From an optimization exercise on the open Yosys and OpenROAD flow, aimed at a short achievable clock period and few clock cycles; shortcuts taken in it are not production practice. In this exercise RTL edits were held to simulation tests only and were not proved equivalent to the original.

==> run a: inputs <==
## processor
module processor(
    input clock,
    input rst,
    input [31:0] instruction,
    output [31:0] current_PC,
    output mem_read,
    output mem_write,
    output [31:0]  address,
    output [31:0] mem_write_data,
    input [31:0] mem_read_data,
    output reg_write,
    output [4:0] rd,
    output reg [31:0] to_REG_WRITE_DATA
    );
Settings: LEC_CHECK=0, CAP_MARGIN=40, CORE_MARGIN=2, CORE_UTILIZATION=25, SETUP_SLACK_MARGIN=5, SLEW_MARGIN=30, SYNTH_HIERARCHICAL=1, TNS_END_PERCENT=100; clock period 11.5 ns.
run.sh (not shown) runs the stock make flow with config.mk's settings and CLKGATE_MAP_FILE= SYNTH_SCRIPT=/design/flow/synth_recipe.tcl, a recipe that flattens the netlist after the stock synthesis.
==> run b: changes against run a <==
==> flow/flow/run.sh (new file) <==
#!/bin/bash
# Layout flow: the standard ORFS flow (standard.sh, which runs the
# standard synthesis script), with these settings on make's command line:
#  - DONT_USE_CELLS: the platform's list (dont_use_platform.txt) plus slow
#    many-input cells, full and half adder cells and the size-0 cells
#    (dont_use_slow.txt), so that abc maps the logic with faster cells;
#  - the port buffers are buf_4 cells;
set -euo pipefail
cd "$(dirname "$0")/.."
SETUP_MARGIN=8.5
DONT_USE="$(cat flow/dont_use_platform.txt flow/dont_use_slow.txt | tr '\n' ' ')"
bash standard.sh \
  "DONT_USE_CELLS=$DONT_USE" \
  "BUFFER_PORTS_ARGS=-buffer_cell sky130_fd_sc_hd__buf_4" \
  "SETUP_SLACK_MARGIN=$SETUP_MARGIN" \
  "TNS_END_PERCENT=100" \
  finish > standard.log 2>&1
==> flow/flow/dont_use_platform.txt (new file) <==
sky130_fd_sc_hd__probe_p_8
sky130_fd_sc_hd__probec_p_8
sky130_fd_sc_hd__lpflow_bleeder_1
sky130_fd_sc_hd__lpflow_clkbufkapwr_1
sky130_fd_sc_hd__lpflow_clkbufkapwr_16
sky130_fd_sc_hd__lpflow_clkbufkapwr_2
sky130_fd_sc_hd__lpflow_clkbufkapwr_4
sky130_fd_sc_hd__lpflow_clkbufkapwr_8
sky130_fd_sc_hd__lpflow_clkinvkapwr_1
sky130_fd_sc_hd__lpflow_clkinvkapwr_16
sky130_fd_sc_hd__lpflow_clkinvkapwr_2
sky130_fd_sc_hd__lpflow_clkinvkapwr_4
sky130_fd_sc_hd__lpflow_clkinvkapwr_8
sky130_fd_sc_hd__lpflow_decapkapwr_12
sky130_fd_sc_hd__lpflow_decapkapwr_3
sky130_fd_sc_hd__lpflow_decapkapwr_4
sky130_fd_sc_hd__lpflow_decapkapwr_6
sky130_fd_sc_hd__lpflow_decapkapwr_8
sky130_fd_sc_hd__lpflow_inputiso0n_1
sky130_fd_sc_hd__lpflow_inputiso0p_1
sky130_fd_sc_hd__lpflow_inputiso1n_1
sky130_fd_sc_hd__lpflow_inputiso1p_1
sky130_fd_sc_hd__lpflow_inputisolatch_1
sky130_fd_sc_hd__lpflow_isobufsrc_1
sky130_fd_sc_hd__lpflow_isobufsrc_16
sky130_fd_sc_hd__lpflow_isobufsrc_2
sky130_fd_sc_hd__lpflow_isobufsrc_4
sky130_fd_sc_hd__lpflow_isobufsrc_8
sky130_fd_sc_hd__lpflow_isobufsrckapwr_16
sky130_fd_sc_hd__lpflow_lsbuf_lh_hl_isowell_tap_1
sky130_fd_sc_hd__lpflow_lsbuf_lh_hl_isowell_tap_2
sky130_fd_sc_hd__lpflow_lsbuf_lh_hl_isowell_tap_4
sky130_fd_sc_hd__lpflow_lsbuf_lh_isowell_4
sky130_fd_sc_hd__lpflow_lsbuf_lh_isowell_tap_1
sky130_fd_sc_hd__lpflow_lsbuf_lh_isowell_tap_2
sky130_fd_sc_hd__lpflow_lsbuf_lh_isowell_tap_4
==> flow/flow/dont_use_slow.txt (new file) <==
sky130_fd_sc_hd__a2111o_1
sky130_fd_sc_hd__a2111o_2
sky130_fd_sc_hd__a2111o_4
sky130_fd_sc_hd__a2111oi_0
sky130_fd_sc_hd__a2111oi_1
sky130_fd_sc_hd__a2111oi_2
sky130_fd_sc_hd__a2111oi_4
sky130_fd_sc_hd__a221o_1
sky130_fd_sc_hd__a221o_2
sky130_fd_sc_hd__a221o_4
sky130_fd_sc_hd__a222oi_1
sky130_fd_sc_hd__a311o_1
sky130_fd_sc_hd__a311o_2
sky130_fd_sc_hd__a311o_4
sky130_fd_sc_hd__fa_1
sky130_fd_sc_hd__fa_2
sky130_fd_sc_hd__fa_4
sky130_fd_sc_hd__fah_1
sky130_fd_sc_hd__fahcin_1
sky130_fd_sc_hd__fahcon_1
sky130_fd_sc_hd__maj3_1
sky130_fd_sc_hd__maj3_2
sky130_fd_sc_hd__maj3_4
sky130_fd_sc_hd__mux4_1
sky130_fd_sc_hd__mux4_2
sky130_fd_sc_hd__mux4_4
sky130_fd_sc_hd__nor4_1
sky130_fd_sc_hd__nor4_2
sky130_fd_sc_hd__nor4b_1
sky130_fd_sc_hd__nor4b_2
sky130_fd_sc_hd__nor4b_4
sky130_fd_sc_hd__nor4bb_1
sky130_fd_sc_hd__nor4bb_2
sky130_fd_sc_hd__nor4bb_4
sky130_fd_sc_hd__o311a_1
sky130_fd_sc_hd__o311a_2
sky130_fd_sc_hd__o311a_4
sky130_fd_sc_hd__o32a_1
sky130_fd_sc_hd__o32a_2
sky130_fd_sc_hd__o32a_4
sky130_fd_sc_hd__o41a_1
sky130_fd_sc_hd__o41a_2
sky130_fd_sc_hd__o41a_4
sky130_fd_sc_hd__o41ai_1
sky130_fd_sc_hd__o41ai_2
sky130_fd_sc_hd__o41ai_4
sky130_fd_sc_hd__or3_1
sky130_fd_sc_hd__or3_2
sky130_fd_sc_hd__or3_4
sky130_fd_sc_hd__or3b_1
sky130_fd_sc_hd__or3b_2
sky130_fd_sc_hd__or3b_4
sky130_fd_sc_hd__or4_1
sky130_fd_sc_hd__or4_2
sky130_fd_sc_hd__or4_4
sky130_fd_sc_hd__or4b_1
sky130_fd_sc_hd__or4b_2
sky130_fd_sc_hd__or4b_4
sky130_fd_sc_hd__or4bb_1
sky130_fd_sc_hd__or4bb_2
sky130_fd_sc_hd__or4bb_4
sky130_fd_sc_hd__xnor3_1
sky130_fd_sc_hd__xnor3_2
sky130_fd_sc_hd__xnor3_4
sky130_fd_sc_hd__xor3_1
sky130_fd_sc_hd__xor3_2
sky130_fd_sc_hd__xor3_4
sky130_fd_sc_hd__a21boi_0
sky130_fd_sc_hd__and2_0
sky130_fd_sc_hd__o21ai_0
sky130_fd_sc_hd__o311ai_0
sky130_fd_sc_hd__or2_0
sky130_fd_sc_hd__ha_1
sky130_fd_sc_hd__ha_2
sky130_fd_sc_hd__ha_4
==> flow/standard.sh (new file) <==
#!/bin/bash
# synth_recipe.tcl (not shown) runs the flow's synth.tcl, then flattens the netlist and writes it again
# the make line also repeats each setting of config.mk as NAME=value (left out here)
make -C /OpenROAD-flow-scripts/flow DESIGN_CONFIG=/design/flow/config.mk WORK_HOME=/design/flow/orfs CLKGATE_MAP_FILE= SYNTH_SCRIPT=/design/flow/synth_recipe.tcl "${@:-finish}"
CAP_MARGIN = 20   (was 40)
CORE_UTILIZATION = 40   (was 25)
SETUP_SLACK_MARGIN = unset   (was 5)
SLEW_MARGIN = 20   (was 30)
TNS_END_PERCENT = unset   (was 100)
removed: flow/run.sh
==> run c: changes against run a <==
CAP_MARGIN = 20   (was 40)
CORE_UTILIZATION = 40   (was 25)
SLEW_MARGIN = 20   (was 30)
==> comparison <==
- Against run c, the via count of run b is higher by 20%.
- Of run a and run b, run a has the higher hold slack (gap 3.5 ps).
- Between run b and run a, the lower synthesized area is in run a (gap about 1.5%, measured against run a).
- Global-route usage, lowest first: run a, run c, run b.
- Run a finished clean. Run b completed, yet does not pass: antenna violations. Run c completed with no timing, DRC or antenna violations.
- First-iteration DRC count, lowest first: run a, run c, run b.
==> figures <==
item	run a	run c	run b
Run status	no timing/DRC/antenna violations	no timing/DRC/antenna violations	failed layout checks
Layout check failures	-	-	antenna violations
Leading cell kind	sequential cells	sequential cells	multi-input combinational cells
Met3 track utilization from global routing	0.119	0.223	0.372
Count of antenna diodes in the layout	97	141	249
Number of synthesized register bits	2340	2340	-
Number of clock buffers in the layout	361	375	360
Clock skew after layout	104 ps	69.0 ps	125 ps
Adder-cell share of the synthesized area	0.0472	0.0472	-
Hold Path End	rd_m[3]	u_ret	rd_m[2]
Inserted Clock Buffers	274	274	278
Total number of vias	118771	123601	147810
Area taken by flip-flops and latches	65000 um^2	65000 um^2	65500 um^2
Testbench counts of run a, summed over its fixed seeds: cycles 27,822.
Testbench counts of run b, summed over its fixed seeds: cycles 27,822.
Testbench counts of run c, summed over its fixed seeds: cycles 27,822.

## re-timing with driven ports
In the flow no input, the clock included, has a driving cell. The finished layouts below were timed again as built, in two steps.
Step 1 sets driving cells, clkbuf_16 on the clock port and buf_2 on the other inputs (assumed; they add their load-dependent delay and slew).
Step 2 moves the port delays by t, midway between the first and last clock arrival at a register: inputs arrive t later, outputs are due t later. That takes back most of the time a late clock gives input paths.
a / b / c = ideal / step 1 / step 2; a / b = the first two.
run | t (ns) | setup slack, ns | worst data-port slew with drivers (ns)
run a | 1.087 | 4.890 / 4.972 / 3.885 | 0.52
run b | 1.069 | 7.577 / 7.577 / 6.508 | 0.42
run c | 1.040 | 5.244 / 5.335 / 4.295 | 0.09
The setup slack of run b, which loses most, moves by 0.000 ns with the drivers and by -1.069 ns with both steps.
